From an optimization exercise on the open Yosys and OpenROAD flow, aimed at small area; shortcuts taken in it are not production practice.
Only simulation tests tie the RTL to the original design; equivalence was not proved.
Power is estimated from default activity; no workload was simulated.

==> design.v <==
`timescale 1ns/1ns 
module CRC32(rst_n, clk, sof, eof, data_v, data, full, err);
    parameter BUS_WIDTH = 8;
	 parameter CRC_BITS = 32;
    input rst_n;
    input clk;
	 input sof;
	 input eof;
	 input data_v;
	 input [BUS_WIDTH-1:0] data;
	 output reg full;
	 output reg err;
	 parameter [1:0] INITIAL = 2'b00;
	 parameter [1:0] READY = 2'b01;
	 parameter [1:0] CALCULATE = 2'b11;
	 parameter [1:0] DONE = 2'b10;
	 reg crc_check;
	 reg [2:0] counter_full; 
	 reg [1:0] state_now, state_next;
	 always @ (posedge clk or negedge rst_n) begin
	     if (!rst_n)
		      begin
				    state_now <= INITIAL;
				end
		  else 
		      begin
				    state_now <= state_next;
			   end
  	end
	 always @ (*) begin
	     case (state_now)
		      INITIAL:
				    if (sof)
		              begin
				            state_next = CALCULATE;
						      crc_check = 1'b0;		
					     end			
				    else begin
					     state_next = state_now;
						  crc_check = 1'b0;	
					 end
			   READY:
				    if(sof) 
					     begin
								state_next = CALCULATE;
								crc_check = 1'b0;
					     end 
					 else begin
					     state_next = state_now;
						  crc_check = 1'b0;	
					 end
				CALCULATE:
					 if (eof)
					     begin
					         state_next = DONE;
								crc_check = 1'b0;	
						  end	
				    else begin
						  state_next = state_now;
						  crc_check = 1'b0;	
					 end
				DONE:
		          if (sof)
					     begin
					         state_next = CALCULATE;
								crc_check = 1'b1;	
				        end
				    else begin
					     state_next = READY;
						  crc_check = 1'b1;	
					 end
				default:
		          begin
					     state_next = state_now;
						  crc_check = 1'b0;
				    end	 
	     endcase    
	 end
	 always @(posedge clk or negedge rst_n) begin
		  if(!rst_n)
			   begin
				    counter_full <= 3'd0;
				    full <= 1'b0;
			   end
		  else
			   begin
				    counter_full <= counter_full+ 3'd1;					
				    if (counter_full== 3'd3)
					     full <= 1'b1;
				    else
					     full <= 1'b0;
			   end
    end    
    parameter INITIAL_CRC = 32'hffffffff;
	 parameter INITIAL_IN_DATA = 8'h00;
	 reg [(BUS_WIDTH*4)-1:0] in_data;
	 reg [(CRC_BITS*4)-1:0] crc_shift_last_4;
	 reg [CRC_BITS-1:0] crc_now;
	 wire [CRC_BITS-1:0] crc_reflected;
	 wire [CRC_BITS-1:0] crc_next;
	 wire [BUS_WIDTH-1:0] in_data_reflected; 
	 wire compare;
	 assign compare = (crc_shift_last_4[(CRC_BITS*4)-1:(CRC_BITS*3)] == in_data) ? 1'b1 : 1'b0;	 
	 assign in_data_reflected[BUS_WIDTH-1] = in_data[(BUS_WIDTH-8)];
	 assign in_data_reflected[BUS_WIDTH-2] = in_data[(BUS_WIDTH-7)];
	 assign in_data_reflected[BUS_WIDTH-3] = in_data[(BUS_WIDTH-6)];
	 assign in_data_reflected[BUS_WIDTH-4] = in_data[(BUS_WIDTH-5)];
	 assign in_data_reflected[BUS_WIDTH-5] = in_data[(BUS_WIDTH-4)];
	 assign in_data_reflected[BUS_WIDTH-6] = in_data[(BUS_WIDTH-3)];
	 assign in_data_reflected[BUS_WIDTH-7] = in_data[(BUS_WIDTH-2)];
	 assign in_data_reflected[BUS_WIDTH-8] = in_data[(BUS_WIDTH-1)];
    assign crc_next[CRC_BITS-32] = in_data_reflected[6] ^ in_data_reflected[0] ^ crc_now[24] ^ crc_now[30];
    assign crc_next[CRC_BITS-31] = in_data_reflected[7] ^ in_data_reflected[6] ^ in_data_reflected[1] ^ in_data_reflected[0] ^ crc_now[24] ^ crc_now[25] ^ crc_now[30] ^ crc_now[31];
    assign crc_next[CRC_BITS-30] = in_data_reflected[7] ^ in_data_reflected[6] ^ in_data_reflected[2] ^ in_data_reflected[1] ^ in_data_reflected[0] ^ crc_now[24] ^ crc_now[25] ^ crc_now[26] ^ crc_now[30] ^ crc_now[31];
    assign crc_next[CRC_BITS-29] = in_data_reflected[7] ^ in_data_reflected[3] ^ in_data_reflected[2] ^ in_data_reflected[1] ^ crc_now[25] ^ crc_now[26] ^ crc_now[27] ^ crc_now[31];
    assign crc_next[CRC_BITS-28] = in_data_reflected[6] ^ in_data_reflected[4] ^ in_data_reflected[3] ^ in_data_reflected[2] ^ in_data_reflected[0] ^ crc_now[24] ^ crc_now[26] ^ crc_now[27] ^ crc_now[28] ^ crc_now[30];
    assign crc_next[CRC_BITS-27] = in_data_reflected[7] ^ in_data_reflected[6] ^ in_data_reflected[5] ^ in_data_reflected[4] ^ in_data_reflected[3] ^ in_data_reflected[1] ^ in_data_reflected[0] ^ crc_now[24] ^ crc_now[25] ^ crc_now[27] ^ crc_now[28] ^ crc_now[29] ^ crc_now[30] ^ crc_now[31];
    assign crc_next[CRC_BITS-26] = in_data_reflected[7] ^ in_data_reflected[6] ^ in_data_reflected[5] ^ in_data_reflected[4] ^ in_data_reflected[2] ^ in_data_reflected[1] ^ crc_now[25] ^ crc_now[26] ^ crc_now[28] ^ crc_now[29] ^ crc_now[30] ^ crc_now[31];
    assign crc_next[CRC_BITS-25] = in_data_reflected[7] ^ in_data_reflected[5] ^ in_data_reflected[3] ^ in_data_reflected[2] ^ in_data_reflected[0] ^ crc_now[24] ^ crc_now[26] ^ crc_now[27] ^ crc_now[29] ^ crc_now[31];
    assign crc_next[CRC_BITS-24] = in_data_reflected[4] ^ in_data_reflected[3] ^ in_data_reflected[1] ^ in_data_reflected[0] ^ crc_now[0] ^ crc_now[24] ^ crc_now[25] ^ crc_now[27] ^ crc_now[28];
    assign crc_next[CRC_BITS-23] = in_data_reflected[5] ^ in_data_reflected[4] ^ in_data_reflected[2] ^ in_data_reflected[1] ^ crc_now[1] ^ crc_now[25] ^ crc_now[26] ^ crc_now[28] ^ crc_now[29];
    assign crc_next[CRC_BITS-22] = in_data_reflected[5] ^ in_data_reflected[3] ^ in_data_reflected[2] ^ in_data_reflected[0] ^ crc_now[2] ^ crc_now[24] ^ crc_now[26] ^ crc_now[27] ^ crc_now[29];
    assign crc_next[CRC_BITS-21] = in_data_reflected[4] ^ in_data_reflected[3] ^ in_data_reflected[1] ^ in_data_reflected[0] ^ crc_now[3] ^ crc_now[24] ^ crc_now[25] ^ crc_now[27] ^ crc_now[28];
    assign crc_next[CRC_BITS-20] = in_data_reflected[6] ^ in_data_reflected[5] ^ in_data_reflected[4] ^ in_data_reflected[2] ^ in_data_reflected[1] ^ in_data_reflected[0] ^ crc_now[4] ^ crc_now[24] ^ crc_now[25] ^ crc_now[26] ^ crc_now[28] ^ crc_now[29] ^ crc_now[30];
    assign crc_next[CRC_BITS-19] = in_data_reflected[7] ^ in_data_reflected[6] ^ in_data_reflected[5] ^ in_data_reflected[3] ^ in_data_reflected[2] ^ in_data_reflected[1] ^ crc_now[5] ^ crc_now[25] ^ crc_now[26] ^ crc_now[27] ^ crc_now[29] ^ crc_now[30] ^ crc_now[31];
    assign crc_next[CRC_BITS-18] = in_data_reflected[7] ^ in_data_reflected[6] ^ in_data_reflected[4] ^ in_data_reflected[3] ^ in_data_reflected[2] ^ crc_now[6] ^ crc_now[26] ^ crc_now[27] ^ crc_now[28] ^ crc_now[30] ^ crc_now[31];
	 assign crc_next[CRC_BITS-17] = in_data_reflected[7] ^ in_data_reflected[5] ^ in_data_reflected[4] ^ in_data_reflected[3] ^ crc_now[7] ^ crc_now[27] ^ crc_now[28] ^ crc_now[29] ^ crc_now[31];
    assign crc_next[CRC_BITS-16] = in_data_reflected[5] ^ in_data_reflected[4] ^ in_data_reflected[0] ^ crc_now[8] ^ crc_now[24] ^ crc_now[28] ^ crc_now[29];
    assign crc_next[CRC_BITS-15] = in_data_reflected[6] ^ in_data_reflected[5] ^ in_data_reflected[1] ^ crc_now[9] ^ crc_now[25] ^ crc_now[29] ^ crc_now[30];
    assign crc_next[CRC_BITS-14] = in_data_reflected[7] ^ in_data_reflected[6] ^ in_data_reflected[2] ^ crc_now[10] ^ crc_now[26] ^ crc_now[30] ^ crc_now[31];
    assign crc_next[CRC_BITS-13] = in_data_reflected[7] ^ in_data_reflected[3] ^ crc_now[11] ^ crc_now[27] ^ crc_now[31];
    assign crc_next[CRC_BITS-12] = in_data_reflected[4] ^ crc_now[12] ^ crc_now[28];
    assign crc_next[CRC_BITS-11] = in_data_reflected[5] ^ crc_now[13] ^ crc_now[29];
    assign crc_next[CRC_BITS-10] = in_data_reflected[0] ^ crc_now[14] ^ crc_now[24];
    assign crc_next[CRC_BITS-9] = in_data_reflected[6] ^ in_data_reflected[1] ^ in_data_reflected[0] ^ crc_now[15] ^ crc_now[24] ^ crc_now[25] ^ crc_now[30];
    assign crc_next[CRC_BITS-8] = in_data_reflected[7] ^ in_data_reflected[2] ^ in_data_reflected[1] ^ crc_now[16] ^ crc_now[25] ^ crc_now[26] ^ crc_now[31];
    assign crc_next[CRC_BITS-7] = in_data_reflected[3] ^ in_data_reflected[2] ^ crc_now[17] ^ crc_now[26] ^ crc_now[27];
    assign crc_next[CRC_BITS-6] = in_data_reflected[6] ^ in_data_reflected[4] ^ in_data_reflected[3] ^ in_data_reflected[0] ^ crc_now[18] ^ crc_now[24] ^ crc_now[27] ^ crc_now[28] ^ crc_now[30];
    assign crc_next[CRC_BITS-5] = in_data_reflected[7] ^ in_data_reflected[5] ^ in_data_reflected[4] ^ in_data_reflected[1] ^ crc_now[19] ^ crc_now[25] ^ crc_now[28] ^ crc_now[29] ^ crc_now[31];
    assign crc_next[CRC_BITS-4] = in_data_reflected[6] ^ in_data_reflected[5] ^ in_data_reflected[2] ^ crc_now[20] ^ crc_now[26] ^ crc_now[29] ^ crc_now[30];
    assign crc_next[CRC_BITS-3] = in_data_reflected[7] ^ in_data_reflected[6] ^ in_data_reflected[3] ^ crc_now[21] ^ crc_now[27] ^ crc_now[30] ^ crc_now[31];
    assign crc_next[CRC_BITS-2] = in_data_reflected[7] ^ in_data_reflected[4] ^ crc_now[22] ^ crc_now[28] ^ crc_now[31];
    assign crc_next[CRC_BITS-1] = in_data_reflected[5] ^ crc_now[23] ^ crc_now[29];
	 assign crc_reflected[CRC_BITS-1] = crc_next[CRC_BITS-32] ^ 1'b1;
  	 assign crc_reflected[CRC_BITS-2] = crc_next[CRC_BITS-31] ^ 1'b1;
	 assign crc_reflected[CRC_BITS-3] = crc_next[CRC_BITS-30] ^ 1'b1;
	 assign crc_reflected[CRC_BITS-4] = crc_next[CRC_BITS-29] ^ 1'b1;
	 assign crc_reflected[CRC_BITS-5] = crc_next[CRC_BITS-28] ^ 1'b1;
	 assign crc_reflected[CRC_BITS-6] = crc_next[CRC_BITS-27] ^ 1'b1;
	 assign crc_reflected[CRC_BITS-7] = crc_next[CRC_BITS-26] ^ 1'b1;
	 assign crc_reflected[CRC_BITS-8] = crc_next[CRC_BITS-25] ^ 1'b1;
    assign crc_reflected[CRC_BITS-9] = crc_next[CRC_BITS-24] ^ 1'b1;
	 assign crc_reflected[CRC_BITS-10] = crc_next[CRC_BITS-23] ^ 1'b1;
	 assign crc_reflected[CRC_BITS-11] = crc_next[CRC_BITS-22] ^ 1'b1;
	 assign crc_reflected[CRC_BITS-12] = crc_next[CRC_BITS-21] ^ 1'b1;
	 assign crc_reflected[CRC_BITS-13] = crc_next[CRC_BITS-20] ^ 1'b1;
	 assign crc_reflected[CRC_BITS-14] = crc_next[CRC_BITS-19] ^ 1'b1;
	 assign crc_reflected[CRC_BITS-15] = crc_next[CRC_BITS-18] ^ 1'b1;
	 assign crc_reflected[CRC_BITS-16] = crc_next[CRC_BITS-17] ^ 1'b1;	
	 assign crc_reflected[CRC_BITS-17] = crc_next[CRC_BITS-16] ^ 1'b1;
	 assign crc_reflected[CRC_BITS-18] = crc_next[CRC_BITS-15] ^ 1'b1;
	 assign crc_reflected[CRC_BITS-19] = crc_next[CRC_BITS-14] ^ 1'b1;
	 assign crc_reflected[CRC_BITS-20] = crc_next[CRC_BITS-13] ^ 1'b1;
	 assign crc_reflected[CRC_BITS-21] = crc_next[CRC_BITS-12] ^ 1'b1;
	 assign crc_reflected[CRC_BITS-22] = crc_next[CRC_BITS-11] ^ 1'b1;
	 assign crc_reflected[CRC_BITS-23] = crc_next[CRC_BITS-10] ^ 1'b1;
	 assign crc_reflected[CRC_BITS-24] = crc_next[CRC_BITS-9] ^ 1'b1;
	 assign crc_reflected[CRC_BITS-25] = crc_next[CRC_BITS-8] ^ 1'b1;
	 assign crc_reflected[CRC_BITS-26] = crc_next[CRC_BITS-7] ^ 1'b1;
	 assign crc_reflected[CRC_BITS-27] = crc_next[CRC_BITS-6] ^ 1'b1;
	 assign crc_reflected[CRC_BITS-28] = crc_next[CRC_BITS-5] ^ 1'b1;
	 assign crc_reflected[CRC_BITS-29] = crc_next[CRC_BITS-4] ^ 1'b1;
	 assign crc_reflected[CRC_BITS-30] = crc_next[CRC_BITS-3] ^ 1'b1;
	 assign crc_reflected[CRC_BITS-31] = crc_next[CRC_BITS-2] ^ 1'b1;
	 assign crc_reflected[CRC_BITS-32] = crc_next[CRC_BITS-1] ^ 1'b1;
	 always @ (posedge clk or negedge rst_n)
	     begin
		      if(!rst_n)
			      begin
			  	       err <= 1'b0;
			      end
		  else if (crc_check)
		      begin
				    if (compare)
					     err <= 1'b0;
					 else
					     err <= 1'b1;    
			   end			
		  else begin
		      err <= 1'b0;
		  end
    end 
	 always @ (posedge clk or negedge rst_n) begin
	     if (!rst_n)
		      begin
				    in_data[((BUS_WIDTH*4)-1):0] <= 32'b0;
				end
		  else if ((sof) && (data_v))
		      begin
					 in_data[((BUS_WIDTH*4)-1):0] <= {in_data[((BUS_WIDTH*3)-1):0], data[(BUS_WIDTH-1):0]};
			   end
		  else if ((sof == 1'b0) && (data_v))
		      begin
					 in_data[((BUS_WIDTH*4)-1):0] <= {in_data[((BUS_WIDTH*3)-1):0], data[(BUS_WIDTH-1):0]};
		      end
		  else if ((eof) && (data_v))
		      begin
					 in_data[((BUS_WIDTH*4)-1):0] <= {in_data[((BUS_WIDTH*3)-1):0], data[(BUS_WIDTH-1):0]};
			   end
		  else begin
		      in_data <= in_data;			
		  end
	 end
	 always @ (posedge clk) begin
	     if (!rst_n)
		      begin
				end
		  else if ((sof) && (data_v))
		      begin
                crc_now <= INITIAL_CRC;
			   end
		  else if ((sof == 1'b0) && (data_v))
		      begin
                crc_now <= crc_next;
		      end
		  else if ((eof) && (data_v))
		      begin
                crc_now <= crc_next;
			   end
		  else begin
		  end
	 end
	 always @ (posedge clk or negedge rst_n) begin
	     if (!rst_n)
		      begin
					 crc_shift_last_4[(CRC_BITS*4)-1:0] <= 128'b0;
				end
		  else if ((sof) && (data_v))
		      begin
					 crc_shift_last_4[(CRC_BITS*4)-1:0] <= {crc_shift_last_4[95:0], crc_reflected[7:0], crc_reflected[15:8], crc_reflected[23:16], crc_reflected[31:24]};
			   end
		  else if ((sof == 1'b0) && (data_v))
		      begin
					 crc_shift_last_4[(CRC_BITS*4)-1:0] <= {crc_shift_last_4[95:0], crc_reflected[7:0], crc_reflected[15:8], crc_reflected[23:16], crc_reflected[31:24]};
		      end
		  else if ((eof) && (data_v))
		      begin
					 crc_shift_last_4[(CRC_BITS*4)-1:0] <= {crc_shift_last_4[95:0], crc_reflected[7:0], crc_reflected[15:8], crc_reflected[23:16], crc_reflected[31:24]};
			   end
		  else begin
            crc_shift_last_4 <= crc_shift_last_4;				
		  end
	 end
endmodule
==> run.sh <==
#!/bin/bash
# synth_recipe.tcl (not shown) runs the flow's synth.tcl, then flattens the netlist and writes it again
# the make line also repeats each setting of config.mk as NAME=value (left out here)
make -C /OpenROAD-flow-scripts/flow DESIGN_CONFIG=/design/flow/config.mk WORK_HOME=/design/flow/orfs CLKGATE_MAP_FILE= SYNTH_SCRIPT=/design/flow/synth_recipe.tcl finish
==> config.mk <==
export PLATFORM = sky130hd
export DESIGN_NAME = CRC32
export DESIGN_NICKNAME = CRC32
export VERILOG_FILES = /design/flow/design.v
export SDC_FILE = /design/flow/constraint.sdc
export NUM_CORES = 4
export LEC_CHECK = 0
export CAP_MARGIN = 20
export CORE_MARGIN = 2
export CORE_UTILIZATION = 40
export SLEW_MARGIN = 20
==> constraint.sdc <==
create_clock -name core_clock -period 5.0 [get_ports {clk}]
set_input_delay 1.0000 -clock core_clock [delete_from_list [all_inputs] [get_ports {clk}]]
set_output_delay 1.0000 -clock core_clock [all_outputs]
set_load 0.01 [all_outputs]
==> results of run 1 <==
power groups by stage:
| stage | Combinational (uW) | Sequential [uW] | Clock (uW) |
|---|---|---|---|
| 3_3_place_gp | 2170 | 2800 | 0 |
| 4_1_cts | 2230 | 2800 | 1400 |
| 6_report | 2190 | 2790 | 1370 |
| 2_1_floorplan | 1760 | 2690 | 0 |
| 3_5_place_dp | 2210 | 2830 | 0 |
| 5_1_grt | 2410 | 2880 | 1470 |
worst register-to-register path, stage by stage, from the launching register on:
cell	delay [ns]
dfrtp_1	0.50
xnor2_2	0.62
xnor3_2	0.55
xnor3_1	0.40
mux2_4	0.27
through the flow:
| stage | power (uW) | util (%) |
|---|---|---|
| 6_report | 6350 | 45.5 |
| 5_1_grt | 6760 | 45.5 |
| 4_1_cts | 6430 | 45.5 |
| 3_5_place_dp | 5050 | 42.7 |
| 3_3_place_gp | 4970 | 42.7 |
| 2_1_floorplan | 4450 | - |
how the worst max path moves through the flow:
stage	cells after the start	from	endpoint	slack, ns
floorplan	4	data_v	crc_now[0]	2.01
global placement	4	data_v	crc_now[23]	1.99
detailed placement	4	data_v	crc_now[9]	1.90
CTS	4	data_v	crc_now[9]	2.36
global route	4	data_v	crc_now[14]	2.10
finish	4	data_v	crc_now[9]	2.35
cell families after synthesis:
family	after synthesis	synth area share, %
buffers and inverters	28	1.24
adders and majority gates	2	0.295
muxes	140	18.7
AOI/OAI and AO/OA	35	2.46
xor gates and xnor gates	100	13.7
and+or+nand+nor	54	2.99
DFF	199	60.6
cell type report:
type,instances,area (um2),share of cell area [%]
tap,275,344,3.62
clock buffer,19,443,4.66
clock inverter,13,141,1.49
sequential,199,5140,54.1
timing repair buffer,19,180,1.90
multi-input combinational,331,3240,34.1
inverter,3,11.3,0.119
per-layer routing:
layer / global-route usage, % / part of all wire, % / up-vias / wire length (um)
li1: - / - / 1971 / -
met1: 19.8 / 47 / 2227 / 6990
met2: 23.7 / 50 / 41 / 7420
met3: 3.11 / 2.7 / 11 / 401
met4: 4.00 / 0.98 / 0 / 146
met5: 0 / 0 / - / 0
cell usage after synthesis:
| library cell | instances |
|---|---|
| xnor3_1 | 9 |
| edfxtp_1 | 32 |
| xor2_1 | 10 |
| mux2_2 | 138 |
| inv_1 | 3 |
| xnor3_4 | 2 |
| mux2_4 | 2 |
| nand2_1 | 13 |
| xnor3_2 | 2 |
| nand4_1 | 8 |
| clkbuf_1 | 24 |
| buf_1 | 1 |
| a21o_1 | 13 |
| ha_1 | 2 |
| nor3_1 | 1 |
| and2_1 | 1 |
| dfrtp_1 | 167 |
| nor4_1 | 2 |
| nor2_1 | 20 |
| xnor2_2 | 6 |
| nand2b_1 | 9 |
| a31oi_1 | 1 |
| a21oi_1 | 21 |
| xnor2_4 | 3 |
| xnor2_1 | 68 |
sequential cells by signal, summed over array words and instances, names as in the netlist:
register,count
crc_now,32
counter_full,3
in_data,32
crc_shift_last_4,128
err,1
state_now,2
full,1
==> summary.txt, run 1 <==
Die Y 150 um; Final nets 586; GRT overflow 0; post-CTS sizing 0; I/O Buffers 14; Distinct cells, synth 25; CTS Sinks 199; Setup-failing EPs final 0; placed cells 827; total power divided by cell area 669 nW/um2; Synth top area share 49.3%; initial core utilization 40.6%; max frequency 0.377 GHz; crit path kind input port to flop; Slew Viols, Final 0; CTS root buffer clkbuf_16; Final GP Congestion 0.766; leakage power 0.00384 uW; I/O pins 15; final hold violations 0; DRT Pass-1 Iters 4; hold_buf cts 0; CP Cell Sequence buf_6, buf_4, nand2_1, nand2b_1; Flop pwr share 43.9%; htree depth 4; Seq/Total Area, Yosys 60.6%; WL/cell 17.4 um; Clock Power Share 21.6%; Layout Skew 0.00814 ns; Die ar. 22,400 um2; DRC 0; worst endpoint required time 5.27 ns; Hold Path Stages 1; final setup margin 2.35 ns; worst r2r src in_data[3]; worst vdd ir 283 uV; normalized max-slew margin 37.0%; setup_tns 0 ns; switch share 30.6%; CTS tree built; Hold/Removal Path Class flop to flop; Tot GR Track Use 14.6%; largest area contributor in the netlist dfrtp_1; Routed Antenna Nets 0; Post-Syn Area 8480 um2; hpwl dp 9990 um; vias in the first global route 4,446; CORE AREA 20,900 um2; Antenna diodes 0; post-layout minimum cycle time 2.65 ns; worst reg2reg path depth 4; WP data arrival 2.93 ns; worst-path fanout max 58; Die X-Extent 150 um; first-pass GRT wire length 24,800 um; RSZ-0062 raised after global routing false; Yosys warning count 1; clk buf depth 2; worst hold endpoint counter_full[0]; FP Rows 53; hold_sp counter_full[0]; syn avg cell area 15.2 um2; Post-Layout Cell Count 859; Worst path top cell family by delay buffers and inverters; max_cap viols 0; CTS Buf Count 17; NetSw 1940 uW; share of cells above drive strength 1 32.7%; Layout fillers 1,850; Worst path slowest cell buf_4; Final Cell Area 9500 um2; most frequent cells in the layout 167 x dfrtp_1, 138 x mux2_2, 68 x xnor2_1, 32 x edfxtp_1, 21 x a21oi_1; Mapped Cells 558; Post-Syn Nets 573; Setup WS pre-CTS 1.90 ns; Comb power frac 34.5%; status finished clean; crit end category flop; dominant cells by area after synthesis dfrtp_1 49%, mux2_2 18%, edfxtp_1 11%, xnor2_1 7.0%, xnor3_1 2.4%; Worst Max-Slew Pin Slew 0.944 ns; CP startpoint kind input port; internal power 4410 uW; most common cell after layout, fill and taps aside dfrtp_1; Avg Vias per Cell 4.95; Crit path buffers/inverters 2; total routed wirelength 15,000 um; CP max stage delay 0.63 ns; DR iter-0 viols 209; largest net degree at the start of global routing 85; reg2reg setup slack 2.54 ns; reg2reg end crc_shift_last_4[2]; area growth from synthesis to layout 12.0%; # Post-CTS Setup Buffers 0; initial antenna violation count 0; DR vias 4,250; clk latency of the worst-skew pair 0.43 ns; hold_ws 0.431 ns; placed inst area 8910 um2; period utilization 53.1%; Yosys reg bits 199; clock slew at reported path FFs 0.07 ns
==> inputs of run 2 (changes only) <==
==> design.v (replaced) <==
module CRC32(rst_n, clk, sof, eof, data_v, data, full, err);
    input rst_n;
    input clk;
    input sof;
    input eof;
    input data_v;
    input [7:0] data;
    output full;
    output err;
    reg [31:0] crc;
    reg        pend;
    reg        err;
    reg [2:0]  cnt;
    function [31:0] crc_byte(input [31:0] c, input [7:0] d);
        integer k;
        reg [31:0] r;
        begin
            r = c ^ {24'd0, d};
            for (k = 0; k < 8; k = k + 1)
                r = r[0] ? ((r >> 1) ^ 32'hEDB88320) : (r >> 1);
            crc_byte = r;
        end
    endfunction
    wire [31:0] crc_in = sof ? 32'hFFFFFFFF : crc;
    always @(posedge clk)
        if (data_v) crc <= crc_byte(crc_in, data);
    always @(posedge clk or negedge rst_n)
        if (!rst_n) begin
            pend <= 1'b0;
            err  <= 1'b0;
            cnt  <= 3'd0;
        end else begin
            pend <= eof;
            err  <= pend & (crc != 32'hDEBB20E3);
            cnt  <= cnt + 3'd1;
        end
    assign full = (cnt == 3'd4);
endmodule
==> run 2 against run 1 <==
  * Clock skew shrank 0.0038 ns
  * Hold slack gained 0.018 ns
  * Die area shrank 70%
  * Largest cell class is now multi-input gates
==> summary.txt, run 2 <==
Avg Vias per Cell 4.84 (was 4.95); CORE AREA 5960 um2 (was 20,900 um2); CTS Buf Count 5 (was 17); internal power 1340 uW (was 4410 uW); dominant cells by area after synthesis edfxtp_1 39%, xnor2_1 24%, xor2_1 8.2%, nor2_1 5.3%, dfrtp_1 5.1% (was dfrtp_1 49%, mux2_2 18%, edfxtp_1 11%, xnor2_1 7.0%, xnor3_1 2.4%); hpwl dp 3730 um (was 9990 um); most common cell in the netlist xnor2_1 (was dfrtp_1); Die Y 82.5 um (was 150 um); crit path from data[0] (was data_v); Synth Area in Simple Gates 9.23% (was 2.99%); initial core utilization 41.4% (was 40.6%); initial antenna violation count 0 (unchanged); number of synthesized flops with an enable pin 32 (unchanged); mux cell area share after synthesis 0% (was 18.7%); post-layout minimum cycle time 2.89 ns (was 2.65 ns); CP startpoint kind input port (unchanged); Die X-Extent 82.5 um (was 150 um); Biggest register crc (was crc_shift_last_4); Synth async-reset ratio 13.5% (was 83.9%); CTS Sinks 37 (was 199); Mapped Cells 207 (was 558); CP max stage delay 0.60 ns (was 0.63 ns); Synth Area in Compound Gates 0.304% (was 2.46%); total power 2070 uW (was 6350 uW); Hold/Removal Path Class flop to flop (unchanged); Worst Max-Slew Pin Slew 0.615 ns (was 0.944 ns); setup_tns 0 ns (unchanged); largest family of logic cells by synthesized area XOR/XNOR gates (was multiplexers); Final GP Congestion 0.790 (was 0.766); final hold violations 0 (unchanged); crit path kind input port to flop (unchanged); first-pass GRT wire length 7970 um (was 24,800 um); most common cell after layout, fill and taps aside xnor2_1 (was dfrtp_1); Post-Syn Nets 222 (was 573); Die ar. 6810 um2 (was 22,400 um2); max_cap viols 0 (unchanged); I/O Buffers 14 (unchanged); final core utilization 46.3% (was 45.5%); Worst path slowest cell clkdlybuf4s50_1 (was buf_4); Most Frequent Cell on Critical Path xnor2_1; Synth top cells by count 67 x xnor2_1, 35 x nor2_1, 32 x edfxtp_1, 23 x xor2_1 (was 167 x dfrtp_1, 138 x mux2_2, 68 x xnor2_1, 32 x edfxtp_1, 24 x clkbuf_1); Flop pwr share 36.4% (was 43.9%); switch share 35.1% (was 30.6%); Synth Area in XOR/XNOR 41.7% (was 13.7%); largest net degree at the start of global routing 33 (was 85); period utilization 57.9% (was 53.1%); Clock Power Share 13.0% (was 21.6%); Largest regs crc (32), cnt (3) (was crc_shift_last_4 (128), crc_now (32), in_data (32)); worst r2r src crc[5] (was in_data[3]); CP Cell Sequence clkdlybuf4s50_1, xor2_1, xnor2_1, xnor2_1, xnor3_1 (was buf_6, buf_4, nand2_1, nand2b_1); worst-path fanout max 5 (was 58); Comb power frac 50.6% (was 34.5%); Post-Synth Adder-Cell Area 1.01% (was 0.295%); total power divided by cell area 750 nW/um2 (was 669 nW/um2); Layout Skew 0.00439 ns (was 0.00814 ns); share of cells above drive strength 1 8.29% (was 32.7%); htree depth 2 (was 4); Largest register FFs 32 (was 128); GRT overflow 0 (unchanged); Post-Syn Area 2470 um2 (was 8480 um2); DR vias 1,414 (was 4,250); RSZ-0062 raised after global routing false (unchanged); normalized max-slew margin 58.9% (was 37.0%); Tot GR Track Use 16.9% (was 14.6%); clk buf depth 2 (unchanged); WL/cell 17.2 um (was 17.4 um); Slew Viols, Final 0 (unchanged); hold_sp cnt[0] (was counter_full[0]); status finished clean (unchanged); DRT Pass-1 Iters 4 (unchanged); largest area contributor in the netlist edfxtp_1 (was dfrtp_1); most frequent cells in the layout 67 x xnor2_1, 35 x nor2_1, 32 x edfxtp_1, 23 x xor2_1, 14 x clkdlybuf4s50_1 (was 167 x dfrtp_1, 138 x mux2_2, 68 x xnor2_1, 32 x edfxtp_1, 21 x a21oi_1); DR iter-0 viols 133 (was 209); Final nets 231 (was 586); hold_buf cts 0 (unchanged); Routed Antenna Nets 0 (unchanged); FP Rows 28 (was 53); clock slew at reported path FFs 0.07 ns (about the same); Setup-failing EPs final 0 (unchanged); Antenna diodes 0 (unchanged); Seq/Total Area, Yosys 44.0% (was 60.6%); syn avg cell area 11.9 um2 (was 15.2 um2); # Post-CTS Setup Buffers 0 (unchanged); crit end category flop (unchanged); leakage power 0.000993 uW (was 0.00384 uW); worst vdd ir 249 uV (was 283 uV); I/O pins 15 (unchanged); Distinct cells, synth 27 (was 25); total routed wirelength 5010 um (was 15,000 um); CTS root buffer clkbuf_8 (was clkbuf_16); clk latency of the worst-skew pair 0.29 ns (was 0.43 ns); Yosys warning count 1 (unchanged); Synth top area share 39.0% (was 49.3%); max frequency 0.346 GHz (was 0.377 GHz); DRC 0 (unchanged); post-CTS sizing 0 (unchanged); vias in the first global route 1,417 (was 4,446); Main synth FF type edfxtp_1 (was dfrtp_1); area growth from synthesis to layout 11.9% (was 12.0%); Yosys reg bits 37 (was 199); NetSw 726 uW (was 1940 uW); CTS tree built (unchanged); worst endpoint required time 5.04 ns (was 5.27 ns); WP data arrival 2.93 ns (about the same)
[run 2: changes by cell type after synthesis, moves of 9 or more]
cell      previous run  this run
dfrtp_1            167         5
mux2_2             138         0
clkbuf_1            24         2
a21oi_1             21         0
nor2_1              20        35
a21o_1              13         0
nand2_1             13         0
xor2_1              10        23
nand2b_1             9         0
[run 2: cell families after synthesis]
kind of cell	count (synthesis)
xor gates and xnor gates	102
AOI/OAI and AO/OA	1
buffers and inverters	18
and+or+nand+nor	47
DFF	37
adders and majority gates	2
[run 2: routing by layer]
metal | vias up | wire length (um) | global-route usage (%)
met4 | 0 | 97 | 5.57
li1 | 685 | - | -
met5 | - | 0 | 0
met3 | 7 | 274 | 4.24
met1 | 688 | 2400 | 23.9
met2 | 34 | 2240 | 25.4
[run 2: critical path: cells and delay by family]
kind	cells	cell delay [ns]
xor+xnor	4	1.32
buf+inv	1	0.60
[run 2: stage by stage]
stage | hold slack, ns | setup WS (ns) | area (um2) | std cells
6_report | 0.449 | 2.11 | 2760 | 292
5_1_grt | 0.478 | 2.00 | 2760 | 292
4_1_cts | 0.453 | 2.10 | 2760 | 292
3_5_place_dp | 0.442 | 1.79 | 2640 | 284
3_3_place_gp | 0.428 | 1.81 | 2640 | 284
2_1_floorplan | 0.418 | 2.44 | 2470 | 207
[run 2: worst paths after layout]
kind / to / slack, ns / cells past startpoint
worst max-delay path: crc[20] / 2.11 / 5
worst min-delay path: cnt[0] / 0.45 / 1
worst max register to register: crc[22] / 2.75 / 5
worst min register to register: cnt[0] / 0.45 / 1
max in group asynchronous: cnt[1] / 3.88 / 1
min in group asynchronous: err / 0.93 / 1
[run 2: final cells by class]
class	count	area (um2)
Fill cell	543	3200
Clock inverter	1	30.0
Sequential cell	37	1090
Clock buffer	7	86.3
Timing Repair Buffer	17	163
Tap cell	75	93.8
Inverter	3	11.3
Multi-Input combinational cell	152	1290
[run 2: power by group through the flow]
stage / clock network [uW] / logic (uW) / registers, uW
floorplan: 0 / 967 / 648
global placement: 0 / 1050 / 761
detailed placement: 0 / 1050 / 759
CTS: 274 / 1060 / 754
global route: 290 / 1160 / 770
finish: 270 / 1050 / 753

==> afterwards: timing with drivers on the ports <==
The flow's constraints put no driver on any port. The routed layouts listed below were extracted and timed again, unchanged, in two steps.
Step 1 assumes that a clkbuf_16 drives the clock port and a buf_2 every other input.
Step 2 times the ports against the registers' clock, not the clock port: input delays grow and output delays shrink by t, the midpoint of the rising clock arrivals with the driver on.
Slacks: no drivers / after step 1 / after step 2; pairs: no drivers / after step 1.
| run | shift t [ns] | slack for setup (ns) | slew at the worst register clock pin (ns) | worst data-port slew with drivers (ns) | pins driven straight from the clock port |
|---|---|---|---|---|---|
| run 1 | 0.470 | 2.345 / 2.350 / 1.881 | 0.07 / 0.07 | 0.04 | 1 |
| run 2 | 0.320 | 2.107 / 2.114 / 1.795 | 0.07 / 0.07 | 0.03 | 1 |
After both steps every run listed still meets setup and hold. For run 1, which loses most, drivers alone change the setup slack by +0.005 ns; drivers and shift together by -0.464 ns.
